What follows belongs to an exercise in optimizing a design on an open flow for small area; a production flow would make more cautious choices. Where RTL was checked, it was by simulation tests only, not by an equivalence proof against the original. No functional check of the RTL was part of runs 1 and 2. Power and IR drop assume default switching activity.

**flow/flow/run.sh**
```bash
#!/bin/bash
# Own layout flow: the standard flow with the standard synthesis unchanged, plus
#  - polopt.py: after synthesis, the full adders' polarities are chosen so that fewer
#    inverters sit between them (same logic function, same registers);
#  - the port buffers made of the smallest buffer cell (buf_1) instead of the flow's pick;
#  - tiemerge.tcl: after global placement, one tie cell drives all the constant-0 output
#    ports instead of one tie cell per port;
#  - the clock tree built from clkbuf_16 in clusters of up to 25 sinks, without dummy loads.
# Each tool's output goes to a log file of its own in this folder.
set -euo pipefail
R="$PWD/orfs/results/$FLOW_PLATFORM/blinking_led/base"
ARGS=(
  "BUFFER_PORTS_ARGS=-buffer_cell sky130_fd_sc_hd__buf_1"
  "CTS_ARGS=-sink_clustering_enable -repair_clock_nets -sink_clustering_size 25 -sink_clustering_max_diameter 100 -buf_list sky130_fd_sc_hd__clkbuf_16 -dont_use_dummy_load"
)
bash standard.sh "$R/1_2_yosys.v" > make_synth.log 2>&1
cp "$R/1_2_yosys.v" "$R/1_2_yosys_standard.v"
python3 flow/polopt.py "$R/1_2_yosys_standard.v" "$R/1_2_yosys.v" > polopt.log 2>&1
bash standard.sh "${ARGS[@]}" "$R/3_3_place_gp.odb" > make_place.log 2>&1
TIE_DB="$R/3_3_place_gp.odb" openroad -no_init -exit flow/tiemerge.tcl > tiemerge.log 2>&1
bash standard.sh "${ARGS[@]}" finish > make_finish.log 2>&1
```
**flow/flow/polopt.py**
```python
#!/usr/bin/env python3
"""Inverter clean-up for a Yosys netlist of sky130 cells.

A full adder is self-dual: fa(~a, ~b, ~c) = (~sum, ~cout). Synthesis leaves inverters between
full adders wherever it picked the other polarity. This script chooses, for each full adder,
whether it computes its signals true or inverted so that as few inverters as possible are needed,
then rebuilds the inverters: every net keeps its logic function at every non-full-adder pin.
Registers, ports and all other cells are left as they are.

usage: polopt.py IN.v OUT.v
"""
import re
import sys
import collections

src = open(sys.argv[1]).read()
m = re.search(r"^module\s.*?;\n", src, re.S | re.M)
head_end = m.end()
body_start = re.search(r"^\s*sky130_fd_sc_hd__", src[head_end:], re.M).start() + head_end
endm = src.rindex("endmodule")
decls = src[head_end:body_start]
inst_text = src[body_start:endm]

inst_re = re.compile(r"\s*(sky130_fd_sc_hd__\w+)\s+(\\\S+ |\S+)\s*\((.*?)\);\n", re.S)
pin_re = re.compile(r"\.(\w+)\(([^()]*)\)")
insts = []
pos = 0
while pos < len(inst_text):
    mm = inst_re.match(inst_text, pos)
    if not mm:
        rest = inst_text[pos:].strip()
        assert rest == "", "unparsed: " + inst_text[pos:pos + 200]
        break
    typ, name, body = mm.groups()
    pins = [(p, n.strip()) for p, n in pin_re.findall(body)]
    insts.append([typ, name, pins])
    pos = mm.end()

OUT_PINS = {"X", "Y", "Q", "Q_N", "SUM", "COUT", "HI", "LO"}
ports_out = set()
for line in decls.splitlines():
    mo = re.match(r"\s*output\s+(\[(\d+):(\d+)\]\s+)?(\S+);", line)
    if mo:
        if mo.group(1):
            hi, lo = int(mo.group(2)), int(mo.group(3))
            for i in range(min(hi, lo), max(hi, lo) + 1):
                ports_out.add(f"{mo.group(4)}[{i}]")
        else:
            ports_out.add(mo.group(4))

def is_inv(t):
    return re.match(r"sky130_fd_sc_hd__(inv|clkinv)_\d+$", t) is not None

def is_fa(t):
    return re.match(r"sky130_fd_sc_hd__fa_\d+$", t) is not None

# inverters that may be removed: output not a port
inv_of = {}  # out net -> in net
removable = set()
for i, (t, n, pins) in enumerate(insts):
    if is_inv(t):
        d = dict(pins)
        if d["Y"] not in ports_out:
            inv_of[d["Y"]] = d["A"]
            removable.add(i)

def lit(net):
    ph = 0
    while net in inv_of:
        net = inv_of[net]
        ph ^= 1
    return net, ph

driver = {}
for i, (t, n, pins) in enumerate(insts):
    if i in removable:
        continue
    for p, net in pins:
        if p in OUT_PINS:
            driver[net] = (i, p)

# consumers: (inst, pin index, base, phase)
cons = []
for i, (t, n, pins) in enumerate(insts):
    if i in removable:
        continue
    for k, (p, net) in enumerate(pins):
        if p in OUT_PINS or net == "" or net.startswith("1'b"):
            continue
        b, ph = lit(net)
        cons.append((i, k, b, ph))

fa_ids = [i for i, (t, n, p) in enumerate(insts) if is_fa(t)]
flip = collections.defaultdict(int)
by_base = collections.defaultdict(list)
for c in cons:
    by_base[c[2]].append(c)
fa_bases = collections.defaultdict(set)  # fa -> bases it touches
for c in cons:
    if is_fa(insts[c[0]][0]):
        fa_bases[c[0]].add(c[2])
for b, (i, p) in driver.items():
    if is_fa(insts[i][0]):
        fa_bases[i].add(b)

def provided(b):
    d = driver.get(b)
    if d and is_fa(insts[d[0]][0]):
        return flip[d[0]]
    return 0

def cost(b):
    pv = provided(b)
    for (i, k, bb, ph) in by_base[b]:
        req = ph ^ (flip[i] if is_fa(insts[i][0]) else 0)
        if req != pv:
            return 1
    return 0

def total():
    return sum(cost(b) for b in by_base)

before = total()
improved = True
while improved:
    improved = False
    for f in fa_ids:
        bs = fa_bases[f]
        c0 = sum(cost(b) for b in bs)
        flip[f] ^= 1
        c1 = sum(cost(b) for b in bs)
        if c1 < c0:
            improved = True
        else:
            flip[f] ^= 1
after = total()

# rebuild
new_inv = {}
extra_decl = []
def inv_net(b):
    if b not in new_inv:
        nm = f"_pol{len(new_inv)}_"
        new_inv[b] = nm
        extra_decl.append(f"  wire {nm};\n")
    return new_inv[b]

for (i, k, b, ph) in cons:
    req = ph ^ (flip[i] if is_fa(insts[i][0]) else 0)
    p, _ = insts[i][2][k]
    insts[i][2][k] = (p, b if req == provided(b) else inv_net(b))

def esc(net):
    return net + " " if net.startswith("\\") else net

out = [src[:head_end], decls] + extra_decl
for i, (t, n, pins) in enumerate(insts):
    if i in removable:
        continue
    out.append(f"  {t} {n}(\n" + ",\n".join(f"    .{p}({esc(net)})" for p, net in pins) + "\n  );\n")
for k, (b, nm) in enumerate(new_inv.items()):
    out.append(f"  sky130_fd_sc_hd__inv_1 _polinv{k}_ (\n    .A({esc(b)}),\n    .Y({nm})\n  );\n")
out.append(src[endm:])
open(sys.argv[2], "w").write("".join(out))
print(f"polopt: {len(removable)} inverters before, {len(new_inv)} after "
      f"(bases needing one: {before} -> {after}); {sum(flip[f] for f in fa_ids)} of {len(fa_ids)} full adders flipped")
```
**flow/flow/tiemerge.tcl**
```tcl
# Merge the tie cells that drive only output ports: one conb_1 per constant value drives all
# the ports that need that value (the flow's repair_tie_fanout gives each port its own).
set db_file $::env(TIE_DB)
read_db $db_file
set block [ord::get_db_block]
array set keep {}
set removed 0
foreach inst [$block getInsts] {
  if {[[$inst getMaster] getName] ne "sky130_fd_sc_hd__conb_1"} { continue }
  set used {}
  foreach it [$inst getITerms] {
    set n [$it getNet]
    if {$n ne "NULL" && [[$it getMTerm] getName] in {HI LO}} { lappend used [list [[$it getMTerm] getName] $n] }
  }
  if {[llength $used] != 1} { continue }
  lassign [lindex $used 0] pin net
  # only nets whose sole loads are ports
  if {[llength [$net getITerms]] != 1 || [llength [$net getBTerms]] == 0} { continue }
  if {![info exists keep($pin)]} { set keep($pin) $net; continue }
  foreach bt [$net getBTerms] { $bt connect $keep($pin) }
  odb::dbInst_destroy $inst
  odb::dbNet_destroy $net
  incr removed
}
puts "tiemerge: removed $removed tie cells"
write_db $db_file
```
**flow/standard.sh**
```bash
#!/bin/bash
# synth_recipe.tcl (not shown) runs the flow's synth.tcl, then flattens the netlist and writes it again
# the make line also repeats each setting of config.mk as NAME=value (left out here)
make -C /OpenROAD-flow-scripts/flow DESIGN_CONFIG=/design/flow/config.mk WORK_HOME=/design/flow/orfs CLKGATE_MAP_FILE= SYNTH_SCRIPT=/design/flow/synth_recipe.tcl "${@:-finish}"
```
**flow/config.mk**
```make
export PLATFORM = sky130hd
export DESIGN_NAME = blinking_led
export DESIGN_NICKNAME = blinking_led
export VERILOG_FILES = /design/flow/design.v
export SDC_FILE = /design/flow/constraint.sdc
export NUM_CORES = 4
export LEC_CHECK = 0
export CAP_MARGIN = 20
export CORE_MARGIN = 2
export CORE_UTILIZATION = 40
export SLEW_MARGIN = 20
```
**flow/constraint.sdc**
```tcl
create_clock -name core_clock -period 10.0 [get_ports {clk}]
set_input_delay 2.0000 -clock core_clock [delete_from_list [all_inputs] [get_ports {clk}]]
set_output_delay 2.0000 -clock core_clock [all_outputs]
set_load 0.01 [all_outputs]
```
**flow/design.v**
```verilog
module blinking (
    input  logic        clk,
    input  logic        reset,
    input  logic        we,           
    input  logic [26:0] tnew,         
    output logic        led
);
    logic        valid;               
    logic [26:0] tqn;                 
    logic [31:0] counter;
    logic [31:0] cnext;
    logic [27:0] cy;                  
    logic [32:0] k;                   
    logic        ge;
    always_comb begin
        cy[0] = 1'b1;
        for (int i = 0; i < 27; i++)
            cy[i+1] = tqn[i] ? (counter[i+5] | cy[i]) : (counter[i+5] & cy[i]);
    end
    assign ge = !valid || cy[27];
    always_comb begin
        k[0] = 1'b1;
        for (int i = 0; i < 32; i++) begin
            cnext[i] = (counter[i] ^ k[i]) & !ge;
            k[i+1]   = k[i] & counter[i];
        end
    end
    always_ff @(posedge clk or posedge reset) begin
        if (reset) valid <= 1'b0;
        else if (we) valid <= 1'b1;
    end
    always_ff @(posedge clk) begin
        if (we) tqn <= ~tnew;
    end
    always_ff @(posedge clk) begin
        counter <= cnext;
    end
    always_ff @(posedge clk or posedge reset) begin
        if (reset)   led <= 1'b0;
        else if (ge) led <= ~led;
    end
endmodule
module blinking_led
   #(parameter W = 4)
   (
    input  logic clk,
    input  logic reset,
    input  logic cs,
    input  logic read,
    input  logic write,
    input  logic [4:0] addr,
    input  logic [31:0] wr_data,
    output logic [31:0] rd_data,
    output logic [W-1:0] led_out
   );
   logic        we;
   logic [26:0] tnew;
   assign we   = cs && write && (addr[4:2] == 3'd0);
   logic [26:0] x, y;
   assign x    = wr_data[26:0];
   assign tnew = y;
   logic s1;
   logic c2;
   logic s3;
   logic c4;
   logic s5;
   logic c6;
   logic s7;
   logic c8;
   logic s9;
   logic c10;
   logic s11;
   logic c12;
   logic s13;
   logic c14;
   logic s15;
   logic c16;
   logic s17;
   logic c18;
   logic s19;
   logic c20;
   logic s21;
   logic c22;
   logic s23;
   logic c24;
   logic s25;
   logic c26;
   logic s27;
   logic c28;
   logic s29;
   logic c30;
   logic s31;
   logic c32;
   logic s33;
   logic c34;
   logic s35;
   logic c36;
   logic s37;
   logic c38;
   logic s39;
   logic c40;
   logic s41;
   logic c42;
   logic s43;
   logic c44;
   logic s45;
   logic c46;
   logic s47;
   logic c48;
   logic s49;
   logic c50;
   logic s51;
   logic c52;
   logic s53;
   logic c54;
   logic s55;
   logic c56;
   logic s57;
   logic c58;
   logic s59;
   logic c60;
   logic s61;
   logic c62;
   logic s63;
   logic c64;
   logic s65;
   logic c66;
   logic s67;
   logic c68;
   logic s69;
   logic c70;
   logic s71;
   logic c72;
   logic s73;
   logic c74;
   logic s75;
   logic c76;
   logic s77;
   logic c78;
   logic s79;
   logic c80;
   logic s81;
   logic c82;
   logic s83;
   logic c84;
   logic s85;
   logic c86;
   logic s87;
   logic c88;
   logic s89;
   logic c90;
   logic s91;
   logic c92;
   logic s93;
   logic c94;
   logic s95;
   logic c96;
   logic s97;
   logic c98;
   logic s99;
   logic c100;
   logic s101;
   logic c102;
   logic s103;
   logic c104;
   logic s105;
   logic c106;
   logic s107;
   logic c108;
   logic s109;
   logic c110;
   logic s111;
   logic c112;
   logic s113;
   logic c114;
   logic s115;
   logic c116;
   logic s117;
   logic c118;
   logic s119;
   logic c120;
   logic s121;
   logic c122;
   logic s123;
   logic c124;
   logic s125;
   logic c126;
   logic s127;
   logic c128;
   logic s129;
   logic c130;
   logic s131;
   logic c132;
   logic s133;
   logic c134;
   logic s135;
   logic c136;
   logic s137;
   logic c138;
   logic s139;
   logic c140;
   logic s141;
   logic c142;
   logic s143;
   logic c144;
   logic s145;
   logic c146;
   logic s147;
   logic c148;
   logic s149;
   logic c150;
   logic s151;
   logic c152;
   logic s153;
   logic c154;
   logic s155;
   logic c156;
   logic s157;
   logic c158;
   logic s159;
   logic c160;
   logic s161;
   logic c162;
   logic s163;
   logic c164;
   logic s165;
   logic c166;
   logic s167;
   logic c168;
   logic s169;
   logic c170;
   logic s171;
   logic c172;
   logic s173;
   logic c174;
   logic s175;
   logic c176;
   logic s177;
   logic c178;
   logic s179;
   logic c180;
   logic s181;
   logic c182;
   logic s183;
   logic c184;
   logic s185;
   logic c186;
   logic s187;
   logic c188;
   logic s189;
   logic c190;
   logic s191;
   logic c192;
   logic s193;
   logic c194;
   logic s195;
   logic c196;
   logic s197;
   logic c198;
   logic s199;
   logic c200;
   logic s201;
   logic c202;
   logic s203;
   logic c204;
   logic s205;
   logic c206;
   logic q207;
   logic p208;
   logic q209;
   logic p210;
   logic q211;
   logic p212;
   logic q213;
   assign s1 = x[10] ^ x[8];
   assign c2 = x[10] & x[8];
   assign s3 = x[11] ^ x[9] ^ x[7];
   assign c4 = (x[11] & x[9]) | (x[11] & x[7]) | (x[9] & x[7]);
   assign s5 = x[6] ^ x[1];
   assign c6 = x[6] & x[1];
   assign s7 = x[12] ^ x[10] ^ x[8];
   assign c8 = (x[12] & x[10]) | (x[12] & x[8]) | (x[10] & x[8]);
   assign s9 = x[7] ^ x[2] ^ x[1];
   assign c10 = (x[7] & x[2]) | (x[7] & x[1]) | (x[2] & x[1]);
   assign s11 = x[13] ^ x[11] ^ x[9];
   assign c12 = (x[13] & x[11]) | (x[13] & x[9]) | (x[11] & x[9]);
   assign s13 = x[8] ^ x[3] ^ x[2];
   assign c14 = (x[8] & x[3]) | (x[8] & x[2]) | (x[3] & x[2]);
   assign s15 = x[14] ^ x[12] ^ x[10];
   assign c16 = (x[14] & x[12]) | (x[14] & x[10]) | (x[12] & x[10]);
   assign s17 = x[9] ^ x[4] ^ x[3];
   assign c18 = (x[9] & x[4]) | (x[9] & x[3]) | (x[4] & x[3]);
   assign s19 = x[15] ^ x[13] ^ x[11];
   assign c20 = (x[15] & x[13]) | (x[15] & x[11]) | (x[13] & x[11]);
   assign s21 = x[10] ^ x[5] ^ x[4];
   assign c22 = (x[10] & x[5]) | (x[10] & x[4]) | (x[5] & x[4]);
   assign s23 = x[16] ^ x[14] ^ x[12];
   assign c24 = (x[16] & x[14]) | (x[16] & x[12]) | (x[14] & x[12]);
   assign s25 = x[11] ^ x[6] ^ x[5];
   assign c26 = (x[11] & x[6]) | (x[11] & x[5]) | (x[6] & x[5]);
   assign s27 = x[17] ^ x[15] ^ x[13];
   assign c28 = (x[17] & x[15]) | (x[17] & x[13]) | (x[15] & x[13]);
   assign s29 = x[12] ^ x[7] ^ x[6];
   assign c30 = (x[12] & x[7]) | (x[12] & x[6]) | (x[7] & x[6]);
   assign s31 = x[18] ^ x[16] ^ x[14];
   assign c32 = (x[18] & x[16]) | (x[18] & x[14]) | (x[16] & x[14]);
   assign s33 = x[13] ^ x[8] ^ x[7];
   assign c34 = (x[13] & x[8]) | (x[13] & x[7]) | (x[8] & x[7]);
   assign s35 = x[19] ^ x[17] ^ x[15];
   assign c36 = (x[19] & x[17]) | (x[19] & x[15]) | (x[17] & x[15]);
   assign s37 = x[14] ^ x[9] ^ x[8];
   assign c38 = (x[14] & x[9]) | (x[14] & x[8]) | (x[9] & x[8]);
   assign s39 = x[20] ^ x[18] ^ x[16];
   assign c40 = (x[20] & x[18]) | (x[20] & x[16]) | (x[18] & x[16]);
   assign s41 = x[15] ^ x[10] ^ x[9];
   assign c42 = (x[15] & x[10]) | (x[15] & x[9]) | (x[10] & x[9]);
   assign s43 = x[21] ^ x[19] ^ x[17];
   assign c44 = (x[21] & x[19]) | (x[21] & x[17]) | (x[19] & x[17]);
   assign s45 = x[16] ^ x[11] ^ x[10];
   assign c46 = (x[16] & x[11]) | (x[16] & x[10]) | (x[11] & x[10]);
   assign s47 = x[22] ^ x[20] ^ x[18];
   assign c48 = (x[22] & x[20]) | (x[22] & x[18]) | (x[20] & x[18]);
   assign s49 = x[17] ^ x[12] ^ x[11];
   assign c50 = (x[17] & x[12]) | (x[17] & x[11]) | (x[12] & x[11]);
   assign s51 = x[23] ^ x[21] ^ x[19];
   assign c52 = (x[23] & x[21]) | (x[23] & x[19]) | (x[21] & x[19]);
   assign s53 = x[18] ^ x[13] ^ x[12];
   assign c54 = (x[18] & x[13]) | (x[18] & x[12]) | (x[13] & x[12]);
   assign s55 = x[24] ^ x[22] ^ x[20];
   assign c56 = (x[24] & x[22]) | (x[24] & x[20]) | (x[22] & x[20]);
   assign s57 = x[19] ^ x[14] ^ x[13];
   assign c58 = (x[19] & x[14]) | (x[19] & x[13]) | (x[14] & x[13]);
   assign s59 = x[25] ^ x[23] ^ x[21];
   assign c60 = (x[25] & x[23]) | (x[25] & x[21]) | (x[23] & x[21]);
   assign s61 = x[20] ^ x[15] ^ x[14];
   assign c62 = (x[20] & x[15]) | (x[20] & x[14]) | (x[15] & x[14]);
   assign s63 = x[26] ^ x[24] ^ x[22];
   assign c64 = (x[26] & x[24]) | (x[26] & x[22]) | (x[24] & x[22]);
   assign s65 = x[21] ^ x[16] ^ x[15];
   assign c66 = (x[21] & x[16]) | (x[21] & x[15]) | (x[16] & x[15]);
   assign s67 = x[5] ^ x[3];
   assign c68 = x[5] & x[3];
   assign s69 = x[6] ^ x[4] ^ x[2];
   assign c70 = (x[6] & x[4]) | (x[6] & x[2]) | (x[4] & x[2]);
   assign s71 = x[7] ^ x[5] ^ x[3];
   assign c72 = (x[7] & x[5]) | (x[7] & x[3]) | (x[5] & x[3]);
   assign s73 = x[8] ^ x[6] ^ x[4];
   assign c74 = (x[8] & x[6]) | (x[8] & x[4]) | (x[6] & x[4]);
   assign s75 = x[9] ^ x[7] ^ x[5];
   assign c76 = (x[9] & x[7]) | (x[9] & x[5]) | (x[7] & x[5]);
   assign s77 = s1 ^ x[6] ^ x[5];
   assign c78 = (s1 & x[6]) | (s1 & x[5]) | (x[6] & x[5]);
   assign s79 = s3 ^ s5 ^ x[0];
   assign c80 = (s3 & s5) | (s3 & x[0]) | (s5 & x[0]);
   assign s81 = s7 ^ s9 ^ c4;
   assign c82 = (s7 & s9) | (s7 & c4) | (s9 & c4);
   assign s83 = s11 ^ s13 ^ c8;
   assign c84 = (s11 & s13) | (s11 & c8) | (s13 & c8);
   assign s85 = s15 ^ s17 ^ c12;
   assign c86 = (s15 & s17) | (s15 & c12) | (s17 & c12);
   assign s87 = s19 ^ s21 ^ c16;
   assign c88 = (s19 & s21) | (s19 & c16) | (s21 & c16);
   assign s89 = s23 ^ s25 ^ c20;
   assign c90 = (s23 & s25) | (s23 & c20) | (s25 & c20);
   assign s91 = s27 ^ s29 ^ c24;
   assign c92 = (s27 & s29) | (s27 & c24) | (s29 & c24);
   assign s93 = s31 ^ s33 ^ c28;
   assign c94 = (s31 & s33) | (s31 & c28) | (s33 & c28);
   assign s95 = s35 ^ s37 ^ c32;
   assign c96 = (s35 & s37) | (s35 & c32) | (s37 & c32);
   assign s97 = s39 ^ s41 ^ c36;
   assign c98 = (s39 & s41) | (s39 & c36) | (s41 & c36);
   assign s99 = s43 ^ s45 ^ c40;
   assign c100 = (s43 & s45) | (s43 & c40) | (s45 & c40);
   assign s101 = s47 ^ s49 ^ c44;
   assign c102 = (s47 & s49) | (s47 & c44) | (s49 & c44);
   assign s103 = s51 ^ s53 ^ c48;
   assign c104 = (s51 & s53) | (s51 & c48) | (s53 & c48);
   assign s105 = s55 ^ s57 ^ c52;
   assign c106 = (s55 & s57) | (s55 & c52) | (s57 & c52);
   assign s107 = s59 ^ s61 ^ c56;
   assign c108 = (s59 & s61) | (s59 & c56) | (s61 & c56);
   assign s109 = s63 ^ s65 ^ c60;
   assign c110 = (s63 & s65) | (s63 & c60) | (s65 & c60);
   assign s111 = x[4] ^ x[2];
   assign c112 = x[4] & x[2];
   assign s113 = s67 ^ x[1] ^ x[0];
   assign c114 = (s67 & x[1]) | (s67 & x[0]) | (x[1] & x[0]);
   assign s115 = s69 ^ x[1] ^ c68;
   assign c116 = (s69 & x[1]) | (s69 & c68) | (x[1] & c68);
   assign s117 = s71 ^ x[2] ^ c70;
   assign c118 = (s71 & x[2]) | (s71 & c70) | (x[2] & c70);
   assign s119 = s73 ^ x[3] ^ c72;
   assign c120 = (s73 & x[3]) | (s73 & c72) | (x[3] & c72);
   assign s121 = s75 ^ x[4] ^ c74;
   assign c122 = (s75 & x[4]) | (s75 & c74) | (x[4] & c74);
   assign s123 = s77 ^ x[0] ^ c76;
   assign c124 = (s77 & x[0]) | (s77 & c76) | (x[0] & c76);
   assign s125 = s79 ^ c2 ^ c78;
   assign c126 = (s79 & c2) | (s79 & c78) | (c2 & c78);
   assign s127 = s81 ^ c6 ^ c80;
   assign c128 = (s81 & c6) | (s81 & c80) | (c6 & c80);
   assign s129 = s83 ^ c10 ^ c82;
   assign c130 = (s83 & c10) | (s83 & c82) | (c10 & c82);
   assign s131 = s85 ^ c14 ^ c84;
   assign c132 = (s85 & c14) | (s85 & c84) | (c14 & c84);
   assign s133 = s87 ^ c18 ^ c86;
   assign c134 = (s87 & c18) | (s87 & c86) | (c18 & c86);
   assign s135 = s89 ^ c22 ^ c88;
   assign c136 = (s89 & c22) | (s89 & c88) | (c22 & c88);
   assign s137 = s91 ^ c26 ^ c90;
   assign c138 = (s91 & c26) | (s91 & c90) | (c26 & c90);
   assign s139 = s93 ^ c30 ^ c92;
   assign c140 = (s93 & c30) | (s93 & c92) | (c30 & c92);
   assign s141 = s95 ^ c34 ^ c94;
   assign c142 = (s95 & c34) | (s95 & c94) | (c34 & c94);
   assign s143 = s97 ^ c38 ^ c96;
   assign c144 = (s97 & c38) | (s97 & c96) | (c38 & c96);
   assign s145 = s99 ^ c42 ^ c98;
   assign c146 = (s99 & c42) | (s99 & c98) | (c42 & c98);
   assign s147 = s101 ^ c46 ^ c100;
   assign c148 = (s101 & c46) | (s101 & c100) | (c46 & c100);
   assign s149 = s103 ^ c50 ^ c102;
   assign c150 = (s103 & c50) | (s103 & c102) | (c50 & c102);
   assign s151 = s105 ^ c54 ^ c104;
   assign c152 = (s105 & c54) | (s105 & c104) | (c54 & c104);
   assign s153 = s107 ^ c58 ^ c106;
   assign c154 = (s107 & c58) | (s107 & c106) | (c58 & c106);
   assign s155 = s109 ^ c62 ^ c108;
   assign c156 = (s109 & c62) | (s109 & c108) | (c62 & c108);
   assign s157 = x[2] ^ x[0];
   assign c158 = x[2] & x[0];
   assign s159 = x[3] ^ x[1] ^ c158;
   assign c160 = (x[3] & x[1]) | (x[3] & c158) | (x[1] & c158);
   assign s161 = s111 ^ x[0] ^ c160;
   assign c162 = (s111 & x[0]) | (s111 & c160) | (x[0] & c160);
   assign s163 = s113 ^ c112 ^ c162;
   assign c164 = (s113 & c112) | (s113 & c162) | (c112 & c162);
   assign s165 = s115 ^ c114 ^ c164;
   assign c166 = (s115 & c114) | (s115 & c164) | (c114 & c164);
   assign s167 = s117 ^ c116 ^ c166;
   assign c168 = (s117 & c116) | (s117 & c166) | (c116 & c166);
   assign s169 = s119 ^ c118 ^ c168;
   assign c170 = (s119 & c118) | (s119 & c168) | (c118 & c168);
   assign s171 = s121 ^ c120 ^ c170;
   assign c172 = (s121 & c120) | (s121 & c170) | (c120 & c170);
   assign s173 = s123 ^ c122 ^ c172;
   assign c174 = (s123 & c122) | (s123 & c172) | (c122 & c172);
   assign s175 = s125 ^ c124 ^ c174;
   assign c176 = (s125 & c124) | (s125 & c174) | (c124 & c174);
   assign s177 = s127 ^ c126 ^ c176;
   assign c178 = (s127 & c126) | (s127 & c176) | (c126 & c176);
   assign s179 = s129 ^ c128 ^ c178;
   assign c180 = (s129 & c128) | (s129 & c178) | (c128 & c178);
   assign s181 = s131 ^ c130 ^ c180;
   assign c182 = (s131 & c130) | (s131 & c180) | (c130 & c180);
   assign s183 = s133 ^ c132 ^ c182;
   assign c184 = (s133 & c132) | (s133 & c182) | (c132 & c182);
   assign s185 = s135 ^ c134 ^ c184;
   assign c186 = (s135 & c134) | (s135 & c184) | (c134 & c184);
   assign s187 = s137 ^ c136 ^ c186;
   assign c188 = (s137 & c136) | (s137 & c186) | (c136 & c186);
   assign s189 = s139 ^ c138 ^ c188;
   assign c190 = (s139 & c138) | (s139 & c188) | (c138 & c188);
   assign s191 = s141 ^ c140 ^ c190;
   assign c192 = (s141 & c140) | (s141 & c190) | (c140 & c190);
   assign s193 = s143 ^ c142 ^ c192;
   assign c194 = (s143 & c142) | (s143 & c192) | (c142 & c192);
   assign s195 = s145 ^ c144 ^ c194;
   assign c196 = (s145 & c144) | (s145 & c194) | (c144 & c194);
   assign s197 = s147 ^ c146;
   assign c198 = s147 & c146;
   assign s199 = s149 ^ c148 ^ c198;
   assign c200 = (s149 & c148) | (s149 & c198) | (c148 & c198);
   assign s201 = s151 ^ c150 ^ c200;
   assign c202 = (s151 & c150) | (s151 & c200) | (c150 & c200);
   assign s203 = s153 ^ c152 ^ c202;
   assign c204 = (s153 & c152) | (s153 & c202) | (c152 & c202);
   assign s205 = s155 ^ c154 ^ c204;
   assign c206 = (s155 & c154) | (s155 & c204) | (c154 & c204);
   assign y[22] = s197 ^ c196;
   assign q207 = c196 & s197;
   assign y[23] = s199 ^ q207;
   assign p208 = s197 & s199;
   assign q209 = c196 & p208;
   assign y[24] = s201 ^ q209;
   assign p210 = p208 & s201;
   assign q211 = c196 & p210;
   assign y[25] = s203 ^ q211;
   assign p212 = p210 & s203;
   assign q213 = c196 & p212;
   assign y[26] = s205 ^ q213;
   assign y[0] = x[0];
   assign y[1] = x[1];
   assign y[2] = s157;
   assign y[3] = s159;
   assign y[4] = s161;
   assign y[5] = s163;
   assign y[6] = s165;
   assign y[7] = s167;
   assign y[8] = s169;
   assign y[9] = s171;
   assign y[10] = s173;
   assign y[11] = s175;
   assign y[12] = s177;
   assign y[13] = s179;
   assign y[14] = s181;
   assign y[15] = s183;
   assign y[16] = s185;
   assign y[17] = s187;
   assign y[18] = s189;
   assign y[19] = s191;
   assign y[20] = s193;
   assign y[21] = s195;
   assign rd_data = 32'd0;
   genvar i;
   generate
      for (i = 0; i < W; i++) begin : g_led
         blinking led_i (.clk(clk), .reset(reset), .we(we && addr[1:0] == i),
                         .tnew(tnew), .led(led_out[i]));
      end
   endgenerate
endmodule
```
==> results of run 1 <==
[sequential cells by signal, summed over array words and instances, names as in the netlist]
name / count
g_led.led_i.counter: 128
g_led.led_i.led: 4
g_led.led_i.tqn: 108
g_led.led_i.valid: 4
[final timing paths]
path                                                    to  cells after the start  slack (ps)
worst max-delay path                g_led[1].led_i.tqn[26]                     27         340
worst min-delay path             g_led[2].led_i.counter[0]                      1         420
worst max register to register  g_led[3].led_i.counter[31]                     32        3360
worst min register to register   g_led[2].led_i.counter[0]                      1         420
max in group asynchronous               g_led[3].led_i.led                      2        7950
min in group asynchronous             g_led[1].led_i.valid                      2        1580
[layout by cell type, fill, tap and decap left out, types with 3 or more instances in the layout]
| cell type | n |
|---|---|
| dfxtp_1 | 128 |
| ha_1 | 127 |
| edfxtp_1 | 108 |
| and2_1 | 94 |
| fa_1 | 78 |
| inv_1 | 42 |
| nor2_1 | 40 |
| buf_1 | 39 |
| nand2_1 | 29 |
| a21boi_0 | 27 |
| o21ai_0 | 26 |
| a21oi_1 | 25 |
| buf_4 | 25 |
| o22ai_1 | 23 |
| a22oi_1 | 18 |
| nor3_1 | 16 |
| fa_2 | 14 |
| clkbuf_16 | 14 |
| xnor2_1 | 13 |
| a31oi_1 | 10 |
| a211oi_1 | 9 |
| a222oi_1 | 8 |
| dfrtp_1 | 8 |
| o31ai_1 | 6 |
| xor2_1 | 6 |
| a2111oi_0 | 5 |
| nand3_1 | 5 |
| nor2b_1 | 5 |
| a221oi_1 | 4 |
| nor4_1 | 4 |
| or2_2 | 4 |
| o211a_1 | 3 |
| o21ai_1 | 3 |
| a21boi_1 | 3 |
[timing repair]
| action | CTS | global route |
|---|---|---|
| setup endpoints to repair | 0 | 16 |
| endpoints found under the hold margin | 0 | 0 |
| resized for setup | 0 | 3 |
[area by class of cell]
class / instances / share of cell area, %
multi-input cells: 641 / 45.5
flip-flops and latches: 244 / 44.5
well taps: 396 / 3.67
clock buffers: 14 / 2.60
repair buffers: 65 / 2.56
inverters: 42 / 1.17
[power by group through the flow]
stage          combinational, mW  sequential, mW  clock [mW]
4_1_cts                    0.901            1.28       0.572
3_5_place_dp               0.895            1.30           0
6_report                   0.887            1.28       0.549
5_1_grt                     1.01            1.29       0.605
2_1_floorplan              0.520            1.30           0
3_3_place_gp               0.880            1.30           0
[layer usage]
layer  wire length [um]  part of all wire (%)
met5                  0                     0
met4                539                   2.2
met3                934                   3.9
met2              11100                    46
met1              11600                    48
[per-stage QoR]
stage	util [%]	cell area, um^2	power, mW	worst slack, ps
4_1_cts	43.7	13500	2.75	68.3
3_5_place_dp	42.5	13100	2.20	-419
5_1_grt	43.8	13500	2.90	24.5
6_report	43.8	13500	2.72	341
3_3_place_gp	42.9	13200	2.18	-287
2_1_floorplan	-	12700	1.82	19.9
==> flow_summary_export.csv, run 1 <==
group,metric,value,unit
layout,n_antenna_cell,0,
power_and_ir_drop,clock_power_share,20.2,%
logic_synthesis,post_synth_instance_area,12600,um^2
power_and_ir_drop,seq_power_share,47.1,%
routing,vias,7291,
sta,clock-skew-final,29.3,ps
worst_setup_path,critPathMaxStageDelay,530,ps
layout,multiInputGateArea,6130,um^2
global_route,grt_busiest_layer,"met2",
hold_path,holdCritPathClass,"flop to flop",
worst_setup_path,cp_data_required_time,10180,ps
worst_setup_path,critical-path-top-cell-by-count,"fa_2",
global_route,antenna_found_initial,0,
worst_setup_path,worstPathBufferInverterCount,4,
routing,drt_first_iter_violations,490,
sta,maxSlewViolCount,0,
cts,cts-htree-levels,1,
global_route,groute.layer.met2.usage,24.5,%
layout,register_area,6010,um^2
routing,drc,0,
worst_setup_path,critical_path.startpoint_type,"input port",
die,rows,64,
global_route,grt_pass1_wl,38.7,mm
placed_design,routabilityCongestion,0.824,
worst_setup_path,crit_path_max_fanout,4,
logic_synthesis,instance_count_of_the_mapped_netlist,978,
power_and_ir_drop,power.ir.vdd_worst,115,uV
sta,finalHoldViolations,0,
cts,cts_tree,"done",
die,die_area,32900,um^2
cts,cts_setup_buffers,0,
power_and_ir_drop,leak,5.64,nW
power_and_ir_drop,power-per-cell-area,201,nW/um^2
layout,area.growth.synth_to_final,7.06,%
placed_design,placed_cells,1387,
sta,rsz0062_at_grt,"false",
die,floorplan.io_pins,78,
sta,slew_headroom,34.1,%
layout,number_of_fill_cells,2773,
flow_run,max_cap_violation_count,0,
worst_setup_path,cp.arrival,9840,ps
logic_synthesis,syn_area_per_cell,12.9,um^2
power_and_ir_drop,cellInternalPower,1.79,mW
sta,fin_crit_sh,96.6,%
cts,master_cell_of_the_clock_root_buffer,"clkbuf_16",
worst_setup_path,timing.setup.critical_path_class,"input port to flop",
layout,fin_nets,1269,
layout,drive_gt1_share,6.46,%
global_route,use_met1,21.5,%
power_and_ir_drop,combPwrFrac,32.6,%
global_route,global_route.usage.met3,1.34,%
cts,clock_tree.buffer_depth,3,
sta,tightest_slew,979,ps
logic_synthesis,synth.yosys.warnings,1,
die,starting_density,40.9,%
power_and_ir_drop,p_sw_share,34.2,%
outcome,status,"finished clean",
cts,post_cts_hold_buffer_count,0,
global_route,maximum_number_of_pins_on_one_net_before_global_route_repair,34,
cts,cts_buffers,14,
die,core,30800,um^2
worst_setup_path,crit_path_top_delay_cell,"fa_1",
routing,final_routed_wirelength_across_all_metal_layers,24.2,mm
placed_design,io_buffers,39,
routing,routed_via_density,5.20,
routing,avgRoutedWirePerCell,17.3,um
layout,final_cell_count_no_fill,1402,
power_and_ir_drop,switching_power_total,928,uW
sta,fin_tns_setup,0,ps
sta,fmaxAchievable,104,MHz
worst_setup_path,cp-startpoint,"wr_data[2]",
cts,insertion_delay_to_the_later_sink_of_the_worst_skew_pair,480,ps
sta,setup-violations-final,0,
sta,post-route-min-period,9660,ps
cts,path_clk_slew,60,ps
hold_path,startpoint_of_the_tightest_hold_check_path,"g_led[2].led_i.counter[0]",
sta,fin_hold_ws,421,ps
global_route,grt_pass1_vias,7191,
die,dieWidth,181,um
die,die_h,181,um
global_route,grt-ovfl-total,0,
routing,postRouteAntennaNets,0,
placed_design,place_hpwl,18.0,mm
cts,clkSinkCount,244,
worst_setup_path,dominant_delay_contributor_by_cell_family_on_the_critical_path,"adder cells",
worst_setup_path,crit-reg2reg-launch,"g_led[3].led_i.counter[0]",
worst_setup_path,worstSetupEndpointType,"flop",
routing,drt_pass1_iterations,7,
global_route,globalRouteTotalUtil,15.0,%
==> inputs of run 2 (changes only) <==
--- a/flow/design.v
+++ b/flow/design.v
@@ -270,8 +270,6 @@
    logic q209;
    logic p210;
    logic q211;
-   logic p212;
-   logic q213;
    assign s1 = x[10] ^ x[8];
    assign c2 = x[10] & x[8];
    assign s3 = x[11] ^ x[9] ^ x[7];
@@ -468,28 +466,25 @@
    assign c194 = (s143 & c142) | (s143 & c192) | (c142 & c192);
    assign s195 = s145 ^ c144 ^ c194;
    assign c196 = (s145 & c144) | (s145 & c194) | (c144 & c194);
-   assign s197 = s147 ^ c146;
-   assign c198 = s147 & c146;
-   assign s199 = s149 ^ c148 ^ c198;
-   assign c200 = (s149 & c148) | (s149 & c198) | (c148 & c198);
+   assign s197 = s147 ^ c146 ^ c196;
+   assign c198 = (s147 & c146) | (s147 & c196) | (c146 & c196);
+   assign s199 = s149 ^ c148;
+   assign c200 = s149 & c148;
    assign s201 = s151 ^ c150 ^ c200;
    assign c202 = (s151 & c150) | (s151 & c200) | (c150 & c200);
    assign s203 = s153 ^ c152 ^ c202;
    assign c204 = (s153 & c152) | (s153 & c202) | (c152 & c202);
    assign s205 = s155 ^ c154 ^ c204;
    assign c206 = (s155 & c154) | (s155 & c204) | (c154 & c204);
-   assign y[22] = s197 ^ c196;
-   assign q207 = c196 & s197;
-   assign y[23] = s199 ^ q207;
-   assign p208 = s197 & s199;
-   assign q209 = c196 & p208;
-   assign y[24] = s201 ^ q209;
-   assign p210 = p208 & s201;
-   assign q211 = c196 & p210;
-   assign y[25] = s203 ^ q211;
-   assign p212 = p210 & s203;
-   assign q213 = c196 & p212;
-   assign y[26] = s205 ^ q213;
+   assign y[23] = s199 ^ c198;
+   assign q207 = c198 & s199;
+   assign y[24] = s201 ^ q207;
+   assign p208 = s199 & s201;
+   assign q209 = c198 & p208;
+   assign y[25] = s203 ^ q209;
+   assign p210 = p208 & s203;
+   assign q211 = c198 & p210;
+   assign y[26] = s205 ^ q211;
    assign y[0] = x[0];
    assign y[1] = x[1];
    assign y[2] = s157;
@@ -512,6 +507,7 @@
    assign y[19] = s191;
    assign y[20] = s193;
    assign y[21] = s195;
+   assign y[22] = s197;
    assign rd_data = 32'd0;
    genvar i;
    generate
==> run 2 against run 1 <==
Combinational power shrank 3.3%. Clock power up 0.7%. First-iteration DRC count shrank 3.7%. Sequential power hardly changed. Critical path depth decreased by 1. Routed wire length increased by 2.0%. Highest routed layer unchanged. Final cell count grew 1.1%. Clock skew rose by 5.0 ps. Global-route usage grew 0.59 points. Largest power group unchanged. Critical endpoint is now g_led[3].led_i.tqn[26]. Synthesized area up 2.9%.
==> flow_summary_export.csv, run 2 <==
group,metric,value,unit
cts,cts-htree-levels,1,
global_route,maximum_number_of_pins_on_one_net_before_global_route_repair,34,
worst_setup_path,cp.arrival,9960,ps
routing,drc,0,
power_and_ir_drop,clock_power_share,20.5,%
layout,drive_gt1_share,14.3,%
worst_setup_path,worstSetupEndpointType,"flop",
cts,cts_setup_buffers,0,
worst_setup_path,cp_data_required_time,10210,ps
routing,vias,7282,
die,starting_density,40.9,%
placed_design,io_buffers,39,
routing,postRouteAntennaNets,0,
routing,drt_first_iter_violations,472,
worst_setup_path,crit-reg2reg-launch,"g_led[3].led_i.counter[0]",
worst_setup_path,capturing_instance_or_port_of_the_critical_path,"g_led[3].led_i.tqn[26]",
sta,setup-violations-final,0,
hold_path,holdCritPathClass,"flop to flop",
logic_synthesis,synth.yosys.warnings,1,
layout,number_of_fill_cells,2921,
die,die_area,33900,um^2
cts,cts_buffers,14,
layout,largest_register_ff_count,128,
layout,fin_nets,1279,
placed_design,placed_cells,1404,
global_route,globalRouteTotalUtil,15.6,%
layout,n_antenna_cell,0,
global_route,grt_pass1_wl,40.9,mm
worst_setup_path,crit_path_max_fanout,4,
power_and_ir_drop,totalPowerFinal,2.69,mW
sta,post-route-min-period,9750,ps
cts,clkSinkCount,244,
routing,final_routed_wirelength_across_all_metal_layers,24.7,mm
sta,fin_crit_sh,97.5,%
worst_setup_path,reg2reg_to,"g_led[3].led_i.counter[31]",
power_and_ir_drop,cellInternalPower,1.78,mW
logic_synthesis,syn_area_per_cell,13.1,um^2
cts,post_cts_hold_buffer_count,0,
power_and_ir_drop,seq_power_share,47.6,%
sta,clock-skew-final,34.4,ps
cts,clock_tree.buffer_depth,3,
die,core,31700,um^2
die,dieWidth,184,um
sta,fmaxAchievable,103,MHz
power_and_ir_drop,leak,5.89,nW
flow_run,max_cap_violation_count,0,
worst_setup_path,cp-startpoint,"wr_data[2]",
power_and_ir_drop,p_sw_share,33.9,%
cts,cts_tree,"done",
sta,tightest_slew,1020,ps
logic_synthesis,post_synth_instance_area,13000,um^2
die,die_h,184,um
sta,slew_headroom,32.3,%
die,rows,65,
outcome,status,"finished clean",
layout,layout_common_cells,"dfxtp_1 (128), ha_1 (127), edfxtp_1 (108)",
logic_synthesis,instance_count_of_the_mapped_netlist,993,
power_and_ir_drop,power.ir.vdd_worst,120,uV
routing,routed_via_density,5.14,
worst_setup_path,timing.setup.critical_path_class,"input port to flop",
routing,avgRoutedWirePerCell,17.4,um
layout,registers.top_by_ff_count,"g_led.led_i.counter",
power_and_ir_drop,power-per-cell-area,195,nW/um^2
global_route,antenna_found_initial,0,
placed_design,routabilityCongestion,0.801,
layout,reg_top3,"g_led.led_i.counter (128), g_led.led_i.tqn (108)",
power_and_ir_drop,combPwrFrac,31.9,%
layout,area.growth.synth_to_final,6.53,%
sta,maxSlewViolCount,0,
worst_setup_path,critical_path.startpoint_type,"input port",
sta,rsz0062_at_grt,"false",
cts,insertion_delay_to_the_later_sink_of_the_worst_skew_pair,490,ps
routing,drt_pass1_iterations,7,
die,floorplan.io_pins,78,
sta,finalHoldViolations,0,
worst_setup_path,timing.reg2reg.worst_path_depth,32,
cts,master_cell_of_the_clock_root_buffer,"clkbuf_16",
global_route,grt_pass1_vias,7634,
global_route,grt-ovfl-total,0,
placed_design,place_hpwl,18.8,mm
layout,mostFrequentLayoutCell,"dfxtp_1",
power_and_ir_drop,switching_power_total,913,uW
layout,final_cell_area,13800,um^2
cts,path_clk_slew,90,ps
placed_design,post_dp_cell_area,13400,um^2
layout,final_cell_count_no_fill,1418,
worst_setup_path,setup.reg_to_reg.worst_slack,3300,ps
==> run 2: how the worst min path moves through the flow <==
stage                              startpoint                         to  slack [ps]  cells past startpoint
detailed placement  g_led[0].led_i.counter[0]  g_led[0].led_i.counter[0]         420                      1
finish              g_led[0].led_i.counter[0]  g_led[0].led_i.counter[0]         420                      1
global placement    g_led[0].led_i.counter[0]  g_led[0].led_i.counter[0]         410                      1
global route        g_led[0].led_i.counter[0]  g_led[0].led_i.counter[0]         450                      1
floorplan           g_led[0].led_i.counter[0]  g_led[0].led_i.counter[0]         400                      1
CTS                 g_led[0].led_i.counter[0]  g_led[0].led_i.counter[0]         430                      1
==> run 2: critical path, stage by stage <==
cell     delay, ps
buf_1          110
fa_1           540
inv_1           50
fa_1           520
fa_2           210
fa_1           170
inv_1           60
fa_2           380
fa_2           360
fa_2           410
fa_2           410
fa_2           420
fa_2           410
fa_2           400
fa_2           400
fa_2           390
fa_2           350
fa_2           400
fa_2           360
fa_2           400
fa_2           350
fa_2           380
nand3_2         90
nor2_1          60
xnor2_2        150
xnor2_2        180
==> run 2: what timing repair did <==
| item | 4_1_cts | 5_1_grt |
|---|---|---|
| gates resized for setup | 1 | 4 |
| pin swaps | 0 | 2 |
| endpoints found under the setup margin | 4 | 12 |
==> run 2: layout make-up <==
type                            count  area, um^2  area share [%]
Tap cell                          402         503            3.64
Inverter                           37         139            1.01
Clock buffer                       14         350            2.54
Sequential cell                   244        6010            43.5
Multi-Input combinational cell    658        6490            47.0
Timing Repair Buffer               63         327            2.36
==> run 2: stage by stage <==
step | utilization [%] | TNS (ps) | hold WS, ps | setup WS (ps)
after floorplan | - | 0 | 398 | 17.1
after global placement | 42.7 | -4780 | 410 | -415
after detailed placement | 42.4 | -6780 | 420 | -527
after CTS | 43.5 | 0 | 432 | 47.0
after global routing | 43.5 | 0 | 451 | 12.0
final | 43.5 | 0 | 425 | 247
==> run 2: power groups by stage <==
stage / clock, mW / sequential, mW / combinational (mW)
2_1_floorplan: 0 / 1.29 / 0.506
3_3_place_gp: 0 / 1.30 / 0.831
3_5_place_dp: 0 / 1.31 / 0.859
4_1_cts: 0.578 / 1.28 / 0.873
5_1_grt: 0.612 / 1.29 / 0.966
6_report: 0.553 / 1.28 / 0.858
==> run 2: routing by layer <==
| metal | track usage (%) | routed length, um | vias to the layer above |
|---|---|---|---|
| met4 | 2.98 | 353 | 0 |
| met5 | 0 | 0 | - |
| met1 | 21.3 | 11400 | 3553 |
| met3 | 1.82 | 1020 | 23 |
| li1 | - | - | 3563 |
| met2 | 26.9 | 11900 | 143 |
==> inputs of run 3 (changes only) <==
--- a/flow/design.v
+++ b/flow/design.v
@@ -270,6 +270,10 @@
    logic q209;
    logic p210;
    logic q211;
+   logic p212;
+   logic q213;
+   logic p214;
+   logic q215;
    assign s1 = x[10] ^ x[8];
    assign c2 = x[10] & x[8];
    assign s3 = x[11] ^ x[9] ^ x[7];
@@ -464,27 +468,33 @@
    assign c192 = (s141 & c140) | (s141 & c190) | (c140 & c190);
    assign s193 = s143 ^ c142 ^ c192;
    assign c194 = (s143 & c142) | (s143 & c192) | (c142 & c192);
-   assign s195 = s145 ^ c144 ^ c194;
-   assign c196 = (s145 & c144) | (s145 & c194) | (c144 & c194);
+   assign s195 = s145 ^ c144;
+   assign c196 = s145 & c144;
    assign s197 = s147 ^ c146 ^ c196;
    assign c198 = (s147 & c146) | (s147 & c196) | (c146 & c196);
-   assign s199 = s149 ^ c148;
-   assign c200 = s149 & c148;
+   assign s199 = s149 ^ c148 ^ c198;
+   assign c200 = (s149 & c148) | (s149 & c198) | (c148 & c198);
    assign s201 = s151 ^ c150 ^ c200;
    assign c202 = (s151 & c150) | (s151 & c200) | (c150 & c200);
    assign s203 = s153 ^ c152 ^ c202;
    assign c204 = (s153 & c152) | (s153 & c202) | (c152 & c202);
    assign s205 = s155 ^ c154 ^ c204;
    assign c206 = (s155 & c154) | (s155 & c204) | (c154 & c204);
-   assign y[23] = s199 ^ c198;
-   assign q207 = c198 & s199;
-   assign y[24] = s201 ^ q207;
-   assign p208 = s199 & s201;
-   assign q209 = c198 & p208;
-   assign y[25] = s203 ^ q209;
-   assign p210 = p208 & s203;
-   assign q211 = c198 & p210;
-   assign y[26] = s205 ^ q211;
+   assign y[21] = s195 ^ c194;
+   assign q207 = c194 & s195;
+   assign y[22] = s197 ^ q207;
+   assign p208 = s195 & s197;
+   assign q209 = c194 & p208;
+   assign y[23] = s199 ^ q209;
+   assign p210 = p208 & s199;
+   assign q211 = c194 & p210;
+   assign y[24] = s201 ^ q211;
+   assign p212 = p210 & s201;
+   assign q213 = c194 & p212;
+   assign y[25] = s203 ^ q213;
+   assign p214 = p212 & s203;
+   assign q215 = c194 & p214;
+   assign y[26] = s205 ^ q215;
    assign y[0] = x[0];
    assign y[1] = x[1];
    assign y[2] = s157;
@@ -506,8 +516,6 @@
    assign y[18] = s189;
    assign y[19] = s191;
    assign y[20] = s193;
-   assign y[21] = s195;
-   assign y[22] = s197;
    assign rd_data = 32'd0;
    genvar i;
    generate
==> run 3 against run 2 <==
Critical path type unchanged. Sequential share of layout area grew 1.8 points. Sequential power is essentially flat. Synthesized cell count shrank 5.3%. Register-to-register slack gained 70 ps. Hold slack lost 2.2 ps. Non-clock buffer count shrank 2. Via count shrank 4.4%.
==> flow_summary_export.csv, run 3 <==
group,metric,value,unit
layout,final_cell_count_no_fill,1362,
cts,insertion_delay_to_the_later_sink_of_the_worst_skew_pair,480,ps
global_route,groute.layer.met2.usage,25.0,%
die,floorplan.io_pins,78,
sta,fin_hold_ws,422,ps
layout,largest_register_ff_count,128,
sta,finalHoldViolations,0,
cts,clkSinkCount,244,
sta,rsz0062_at_grt,"false",
sta,fin_crit_sh,96.8,%
layout,layout_common_cells,"dfxtp_1 (128), ha_1 (127), edfxtp_1 (108)",
worst_setup_path,worstPathBufferInverterCount,4,
power_and_ir_drop,power.ir.vdd_worst,120,uV
logic_synthesis,instance_count_of_the_mapped_netlist,940,
power_and_ir_drop,totalPowerFinal,2.72,mW
sta,setup_slack,323,ps
layout,drive_gt1_share,5.80,%
routing,drc,0,
sta,setup-violations-final,0,
die,dieWidth,180,um
sta,post-route-min-period,9680,ps
layout,fin_nets,1229,
layout,fin_util,43.3,%
cts,cts-htree-levels,1,
routing,avgRoutedWirePerCell,17.6,um
layout,mostFrequentLayoutCell,"dfxtp_1",
global_route,grt_pass1_wl,39.0,mm
routing,final_routed_wirelength_across_all_metal_layers,23.9,mm
routing,vias,6959,
die,die_h,180,um
global_route,global_route.usage.met3,2.22,%
worst_setup_path,cp_data_required_time,10200,ps
cts,cts_buffers,13,
cts,clock_tree.buffer_depth,3,
layout,n_antenna_cell,0,
sta,fin_tns_setup,0,ps
worst_setup_path,dominant_delay_contributor_by_cell_family_on_the_critical_path,"adder cells",
worst_setup_path,critical_path.startpoint_type,"input port",
sta,fmaxAchievable,103,MHz
placed_design,io_buffers,39,
global_route,maximum_number_of_pins_on_one_net_before_global_route_repair,34,
placed_design,placement_setup_slack,-417,ps
worst_setup_path,critical-path-top-cell-by-count,"fa_1",
layout,reg_top3,"g_led.led_i.counter (128), g_led.led_i.tqn (108)",
logic_synthesis,post_synth_instance_area,12400,um^2
die,core,30600,um^2
cts,cts_tree,"done",
cts,cts_setup_buffers,0,
cts,master_cell_of_the_clock_root_buffer,"clkbuf_16",
sta,slew_headroom,42.1,%
die,rows,64,
global_route,use_met1,21.8,%
outcome,status,"finished clean",
logic_synthesis,syn_area_per_cell,13.2,um^2
placed_design,place_hpwl,17.8,mm
hold_path,holdCritPathClass,"flop to flop",
routing,routed_via_density,5.11,
routing,postRouteAntennaNets,0,
global_route,antenna_found_initial,1,
global_route,grt_busiest_layer,"met2",
die,starting_density,40.5,%
layout,area.growth.synth_to_final,6.87,%
sta,clock-skew-final,38.4,ps
sta,maxSlewViolCount,0,
global_route,globalRouteTotalUtil,15.2,%
layout,final_cell_area,13200,um^2
die,die_area,32400,um^2
placed_design,placed_cells,1348,
routing,drt_first_iter_violations,485,
worst_setup_path,timing.setup.critical_path_class,"input port to flop",
sta,tightest_slew,846,ps
routing,drt_pass1_iterations,5,
global_route,grt-ovfl-total,0,
worst_setup_path,crit_path_top_delay_cell,"fa_1",
layout,registers.top_by_ff_count,"g_led.led_i.counter",
global_route,grt_pass1_vias,7197,
placed_design,post_dp_cell_area,12900,um^2
flow_run,max_cap_violation_count,0,
logic_synthesis,synth.yosys.warnings,1,
worst_setup_path,crit_path_max_fanout,4,
worst_setup_path,cp.arrival,9880,ps
worst_setup_path,critPathMaxStageDelay,540,ps
worst_setup_path,worstSetupEndpointType,"flop",
placed_design,routabilityCongestion,0.824,
power_and_ir_drop,power-per-cell-area,205,nW/um^2
cts,path_clk_slew,100,ps
power_and_ir_drop,leak,5.62,nW
-- run 3: cell count changes in the layout (fill, tap and decap cells not counted), sizes merged, moves of 10 or more --
cell,before,now
or2,14,4
nor2,58,29
and3,34,1
o21ai,26,14
and2,65,96
nor2b,3,35
nand2,54,32
o22ai,21,36
-- run 3: power breakdown --
group	internal [mW]	switching [mW]	leakage, nW
Combinational	0.293	0.591	3.36
Clock	0.235	0.302	0.160
Sequential	1.28	0.0245	2.10
-- run 3: per-layer routing --
| layer | share of wire, % | wire, um |
|---|---|---|
| met1 | 47 | 11300 |
| met2 | 47 | 11200 |
| met3 | 4.5 | 1090 |
| met4 | 1.5 | 354 |
| met5 | 0 | 0 |
-- run 3: path summary, 6_finish.rpt --
path / startpoint / to / slack, ps / cells after the start
min in group asynchronous: reset / g_led[3].led_i.led / 1510 / 2
worst min register to register: g_led[3].led_i.counter[0] / g_led[3].led_i.counter[0] / 420 / 1
worst max register to register: g_led[2].led_i.counter[0] / g_led[2].led_i.counter[31] / 3370 / 32
worst max-delay path: wr_data[2] / g_led[2].led_i.tqn[26] / 320 / 26
max in group asynchronous: reset / g_led[0].led_i.valid / 8120 / 2
worst min-delay path: g_led[3].led_i.counter[0] / g_led[3].led_i.counter[0] / 420 / 1
-- run 3: worst register-to-register path: cells and delay by family, from the launching register on --
kind,cells,cell delay (ps)
adders and majority gates,30,5920
DFF,1,320
and+or+nand+nor,1,150
xor gates and xnor gates,1,140
-- run 3: layout make-up --
cell class,count,area [um^2]
multi-input combinational,611,5960
inverter,37,139
clock buffer,13,325
fill,2792,17300
timing repair buffer,61,319
tap,396,495
sequential,244,6010
-- run 3: repair_timing --
action                                  4_1_cts  5_1_grt
hold buffers                                  0        0
gates resized for setup                       0        6
endpoints found under the setup margin        0       24
==> inputs of run 4 (changes only) <==
--- a/flow/flow/run.sh
+++ b/flow/flow/run.sh
@@ -11,7 +11,7 @@
 R="$PWD/orfs/results/$FLOW_PLATFORM/blinking_led/base"
 ARGS=(
   "BUFFER_PORTS_ARGS=-buffer_cell sky130_fd_sc_hd__buf_1"
-  "CTS_ARGS=-sink_clustering_enable -repair_clock_nets -sink_clustering_size 25 -sink_clustering_max_diameter 100 -buf_list sky130_fd_sc_hd__clkbuf_16 -dont_use_dummy_load"
+  "CTS_ARGS=-sink_clustering_enable -repair_clock_nets -sink_clustering_size 25 -sink_clustering_max_diameter 100 -buf_list sky130_fd_sc_hd__clkbuf_16 -root_buf sky130_fd_sc_hd__clkbuf_4 -tree_buf sky130_fd_sc_hd__clkbuf_4 -dont_use_dummy_load"
 )
 bash standard.sh "$R/1_2_yosys.v" > make_synth.log 2>&1
 cp "$R/1_2_yosys.v" "$R/1_2_yosys_standard.v"
==> run 4 against run 3 <==
Still clean on timing, DRC and antenna. Power fell by 1.6%. Routed wire length rose by 0.39%. Flip-flop and latch count did not move. Count of clock-buffer cells in the layout did not move. Clock skew rose by 67 ps. Hold slack barely moved. Critical path type unchanged. Critical endpoint unchanged.
==> flow_summary_export.csv, run 4 <==
group,metric,value,unit
worst_setup_path,critical-path-top-cell-by-count,"fa_1",
layout,largest_register_ff_count,128,
cts,cts_buffers,13,
routing,postRouteAntennaNets,0,
sta,tightest_slew,846,ps
global_route,globalRouteTotalUtil,15.3,%
logic_synthesis,syn_area_per_cell,13.2,um^2
layout,area.growth.synth_to_final,6.39,%
die,dieWidth,180,um
die,die_area,32400,um^2
global_route,antenna_found_initial,2,
cts,insertion_delay_to_the_later_sink_of_the_worst_skew_pair,670,ps
worst_setup_path,crit_path_max_fanout,4,
sta,maxSlewViolCount,0,
layout,fin_nets,1229,
power_and_ir_drop,leak,5.60,nW
logic_synthesis,instance_count_of_the_mapped_netlist,940,
cts,cts_tree,"done",
layout,layout_common_cells,"dfxtp_1 (128), ha_1 (127), edfxtp_1 (108)",
flow_run,max_cap_violation_count,0,
worst_setup_path,crit_path_top_delay_cell,"fa_1",
routing,drt_pass1_iterations,6,
die,die_h,180,um
global_route,grt_pass1_wl,39.1,mm
placed_design,place_hpwl,17.8,mm
layout,fin_util,43.1,%
logic_synthesis,synth.yosys.warnings,1,
power_and_ir_drop,power-per-cell-area,203,nW/um^2
power_and_ir_drop,power.ir.vdd_worst,119,uV
global_route,grt_pass1_vias,7194,
routing,avgRoutedWirePerCell,17.6,um
cts,cts-htree-levels,1,
cts,path_clk_slew,100,ps
global_route,grt-ovfl-total,0,
power_and_ir_drop,totalPowerFinal,2.68,mW
worst_setup_path,timing.setup.critical_path_class,"input port to flop",
hold_path,startpoint_of_the_tightest_hold_check_path,"g_led[3].led_i.counter[0]",
cts,clock_tree.buffer_depth,3,
sta,finalHoldViolations,0,
logic_synthesis,post_synth_instance_area,12400,um^2
layout,final_cell_area,13200,um^2
worst_setup_path,worstPathBufferInverterCount,4,
die,core,30600,um^2
worst_setup_path,dominant_delay_contributor_by_cell_family_on_the_critical_path,"adder cells",
worst_setup_path,critical_path.startpoint_type,"input port",
sta,fin_crit_sh,96.7,%
worst_setup_path,cp-startpoint,"wr_data[2]",
outcome,status,"finished clean",
placed_design,post_dp_cell_area,12900,um^2
sta,slew_headroom,42.2,%
sta,setup_slack,333,ps
global_route,maximum_number_of_pins_on_one_net_before_global_route_repair,34,
die,floorplan.io_pins,78,
routing,routed_via_density,5.12,
sta,rsz0062_at_grt,"false",
die,starting_density,40.5,%
worst_setup_path,worstSetupEndpointType,"flop",
placed_design,io_buffers,39,
layout,registers.top_by_ff_count,"g_led.led_i.counter",
cts,clkSinkCount,244,
sta,setup-violations-final,0,
worst_setup_path,crit-reg2reg-launch,"g_led[2].led_i.counter[0]",
sta,fin_tns_setup,0,ps
routing,final_routed_wirelength_across_all_metal_layers,24.0,mm
worst_setup_path,cp_data_required_time,10330,ps
sta,post-route-min-period,9670,ps
die,rows,64,
sta,fmaxAchievable,103,MHz
layout,mostFrequentLayoutCell,"dfxtp_1",
worst_setup_path,critPathMaxStageDelay,540,ps
placed_design,placement_setup_slack,-417,ps
layout,reg_top3,"g_led.led_i.counter (128), g_led.led_i.tqn (108)",
routing,drc,0,
placed_design,placed_cells,1348,
layout,drive_gt1_share,5.38,%
routing,vias,6978,
hold_path,holdCritPathClass,"flop to flop",
sta,clock-skew-final,105,ps
layout,final_cell_count_no_fill,1363,
routing,drt_first_iter_violations,512,
worst_setup_path,cp.arrival,10000,ps
cts,cts_setup_buffers,0,
cts,master_cell_of_the_clock_root_buffer,"clkbuf_4",
placed_design,routabilityCongestion,0.824,
sta,fin_hold_ws,422,ps
## run 4: power breakdown
part	total [mW]	leakage [nW]	internal (mW)	switching, mW
clock	0.490	0.137	0.192	0.299
sequential	1.30	2.10	1.28	0.0245
combinational	0.886	3.36	0.290	0.596
total	2.68	5.60	1.76	0.920
## run 4: routing by layer
layer  global-route usage [%]  up-vias  share of wire [%]
met2                     25.0      170                 47
met4                     2.94        0                1.5
met1                     21.8     3436                 47
met3                     2.22       17                4.9
li1                         -     3355                  -
met5                        0        -                  0
## run 4: repair_timing
action	in CTS	in global routing
hold buffers	0	0
gates resized for setup	0	2
setup endpoints to repair	0	4
## run 4: final cells by class
cell class,instances,area (um^2)
antenna,1,2.50
clock buffer,13,273
fill,2801,17400
inverter,37,139
multi-input combinational,611,5950
sequential,244,6010
tap,396,495
timing repair buffer,61,319
## run 4: path summary, 6_finish.rpt
path | to | slack (ps) | depth (start not counted)
worst max-delay path | g_led[2].led_i.tqn[26] | 330 | 26
worst min-delay path | g_led[3].led_i.counter[0] | 420 | 1
worst max register to register | g_led[2].led_i.counter[31] | 3370 | 32
worst min register to register | g_led[3].led_i.counter[0] | 420 | 1
max in group asynchronous | g_led[0].led_i.valid | 8230 | 2
min in group asynchronous | g_led[3].led_i.led | 1320 | 2
==> inputs of run 5 (changes only) <==
--- a/flow/config.mk
+++ b/flow/config.mk
@@ -7,5 +7,5 @@
 export LEC_CHECK = 0
 export CAP_MARGIN = 20
 export CORE_MARGIN = 2
-export CORE_UTILIZATION = 40
+export CORE_UTILIZATION = 55
 export SLEW_MARGIN = 20
==> run 5 against run 4 <==
Register-to-register slack lost 140 ps. Non-clock buffer count grew 1. First-iteration DRC count shrank 21%. Hold slack gained 10 ps. Setup slack lost 46 ps. Sequential power is essentially flat. Largest cell class unchanged. Critical path depth is the same. Fmax shrank 0.47%. Power grew 2.3%.
==> flow_summary_export.csv, run 5 <==
group,metric,value,unit
cts,master_cell_of_the_clock_root_buffer,"clkbuf_4",
logic_synthesis,syn_area_per_cell,13.2,um^2
routing,drt_pass1_iterations,5,
logic_synthesis,post_synth_instance_area,12400,um^2
sta,setup-violations-final,0,
worst_setup_path,cp_data_required_time,10340,ps
layout,reg_top3,"g_led.led_i.counter (128), g_led.led_i.tqn (108)",
sta,maxSlewViolCount,0,
worst_setup_path,timing.setup.critical_path_class,"input port to flop",
power_and_ir_drop,combPwrFrac,34.7,%
die,starting_density,56.5,%
sta,tightest_slew,977,ps
global_route,grt-ovfl-total,0,
routing,routed_via_density,5.63,
sta,fmaxAchievable,103,MHz
routing,drt_first_iter_violations,404,
die,die_h,154,um
layout,multiInputGateArea,5960,um^2
routing,vias,7035,
die,die_area,23800,um^2
routing,drc,0,
cts,cts_buffers,13,
hold_path,whs_path_depth,1,
cts,post_cts_hold_buffer_count,0,
cts,cts-htree-levels,1,
power_and_ir_drop,cellInternalPower,1.77,mW
placed_design,place_hpwl,18.9,mm
placed_design,routabilityCongestion,0.903,
power_and_ir_drop,seq_power_share,47.6,%
global_route,global_route.usage.met3,2.48,%
logic_synthesis,synth.yosys.warnings,1,
flow_run,max_cap_violation_count,0,
sta,finalHoldViolations,0,
power_and_ir_drop,switching_power_total,971,uW
cts,cts_tree,"done",
layout,drive_gt1_share,5.69,%
global_route,groute.layer.met2.usage,38.3,%
sta,slew_headroom,34.5,%
layout,registers.top_by_ff_count,"g_led.led_i.counter",
layout,largest_register_ff_count,128,
layout,final_cell_count_no_fill,1249,
cts,path_clk_slew,100,ps
die,core,22000,um^2
logic_synthesis,instance_count_of_the_mapped_netlist,940,
global_route,antenna_found_initial,3,
cts,clkSinkCount,244,
placed_design,placed_cells,1234,
global_route,use_met1,29.1,%
routing,postRouteAntennaNets,0,
power_and_ir_drop,leak,5.60,nW
sta,fin_tns_setup,0,ps
layout,register_area,6010,um^2
global_route,grt_busiest_layer,"met2",
die,rows,54,
worst_setup_path,timing.reg2reg.worst_path_depth,32,
layout,mostFrequentLayoutCell,"dfxtp_1",
power_and_ir_drop,power.ir.vdd_worst,131,uV
outcome,status,"finished clean",
power_and_ir_drop,clock_power_share,17.7,%
layout,fin_nets,1230,
sta,rsz0062_at_grt,"false",
cts,insertion_delay_to_the_later_sink_of_the_worst_skew_pair,620,ps
worst_setup_path,crit_path_max_fanout,4,
global_route,maximum_number_of_pins_on_one_net_before_global_route_repair,34,
die,floorplan.io_pins,78,
worst_setup_path,critical_path.startpoint_type,"input port",
power_and_ir_drop,p_sw_share,35.5,%
routing,avgRoutedWirePerCell,19.8,um
power_and_ir_drop,totalPowerFinal,2.74,mW
cts,clock_tree.buffer_depth,3,
worst_setup_path,cp.arrival,10060,ps
global_route,grt_pass1_vias,7579,
cts,ctsResizeCount,0,
sta,fin_crit_sh,97.1,%
global_route,globalRouteTotalUtil,21.7,%
hold_path,holdCritPathClass,"flop to flop",
routing,final_routed_wirelength_across_all_metal_layers,24.7,mm
global_route,grt_pass1_wl,39.6,mm
layout,area.growth.synth_to_final,5.25,%
power_and_ir_drop,power-per-cell-area,210,nW/um^2
worst_setup_path,worstSetupEndpointType,"flop",
placed_design,io_buffers,39,
sta,post-route-min-period,9710,ps
sta,clock-skew-final,13.2,ps
die,dieWidth,154,um
layout,layout_common_cells,"dfxtp_1 (128), ha_1 (127), edfxtp_1 (108)",
cts,cts_setup_buffers,0,
layout,number_of_fill_cells,1731,
run 5: power by group through the flow:
stage | logic, mW | registers [mW] | clock network, mW
finish | 0.951 | 1.30 | 0.485
global placement | 0.921 | 1.32 | 0
global route | 1.07 | 1.31 | 0.533
floorplan | 0.531 | 1.32 | 0
CTS | 0.958 | 1.30 | 0.500
detailed placement | 0.957 | 1.33 | 0
run 5: layout make-up:
type	count	share of cell area (%)
diodes	2	0.0384
clock buffers	13	2.09
inverters	37	1.06
multi-input cells	611	45.6
flip-flops and latches	244	46.0
well taps	280	2.69
repair buffers	62	2.45
run 5: through the flow:
step	setup WS [ps]	hold slack [ps]	utilization (%)	area, um^2
finish	287	433	59.4	13000
global route	15.4	456	59.4	13000
CTS	7.79	436	59.2	13000
detailed placement	-659	417	58.0	12700
global placement	-546	407	58.5	12900
floorplan	17.2	398	-	12500
run 5: routing by layer:
| layer | vias to the layer above | wire length, um |
|---|---|---|
| li1 | 3373 | - |
| met1 | 3507 | 11100 |
| met2 | 126 | 12200 |
| met3 | 29 | 840 |
| met4 | 0 | 493 |
| met5 | - | 0 |
run 5: final timing paths:
| kind | from | endpoint | slack, ps |
|---|---|---|---|
| max | wr_data[2] | g_led[0].led_i.tqn[26] | 290 |
| min | g_led[1].led_i.counter[0] | g_led[1].led_i.counter[0] | 430 |
| max reg2reg | g_led[2].led_i.counter[0] | g_led[2].led_i.counter[31] | 3230 |
| min reg2reg | g_led[1].led_i.counter[0] | g_led[1].led_i.counter[0] | 430 |
| max in group asynchronous | reset | g_led[3].led_i.valid | 8310 |
| min in group asynchronous | reset | g_led[1].led_i.led | 1350 |
run 5: worst max-delay path, cell delays in order:
cell	delay [ps]
buf_1	110
fa_1	540
inv_1	50
fa_1	520
fa_1	200
fa_1	190
inv_1	70
fa_1	470
fa_2	440
fa_2	410
fa_1	450
fa_1	460
fa_1	470
fa_1	460
fa_1	480
fa_2	410
fa_2	400
fa_2	400
fa_2	400
fa_1	450
inv_1	70
nor3b_1	60
nand2_1	80
nor3_1	50
xnor2_1	240
xnor2_2	150

-- port drivers added, routing unchanged --
How much do the figures lean on ideal ports? The routed layouts below were timed once more, with nothing changed but the port constraints.
Step 1, drivers: a clkbuf_16 drives clk and a buf_2 each remaining input, both assumed.
Step 2, shift: input delay + t, output delay - t, t = (earliest + latest rising clock arrival at the registers) / 2. This alone moves slack from input paths to output paths.
a / b / c = no drivers / after step 1 / after step 2; a / b = the first two.
| run | t, ns | slack for setup (ns) | latest minus earliest clock arrival (ns) |
|---|---|---|---|
| run 1 | 0.505 | 0.341 / 0.361 / -0.144 | 0.033 / 0.034 |
| run 2 | 0.518 | 0.247 / 0.276 / -0.242 | 0.035 / 0.034 |
| run 3 | 0.512 | 0.323 / 0.349 / -0.163 | 0.038 / 0.038 |
| run 4 | 0.669 | 0.333 / 0.359 / -0.310 | 0.105 / 0.106 |
| run 5 | 0.658 | 0.287 / 0.307 / -0.351 | 0.016 / 0.016 |
With both steps, setup timing fails in every run listed, where it was met with ideal ports. The setup slack of run 4, which loses most, moves by +0.026 ns with the drivers and by -0.643 ns with both steps.
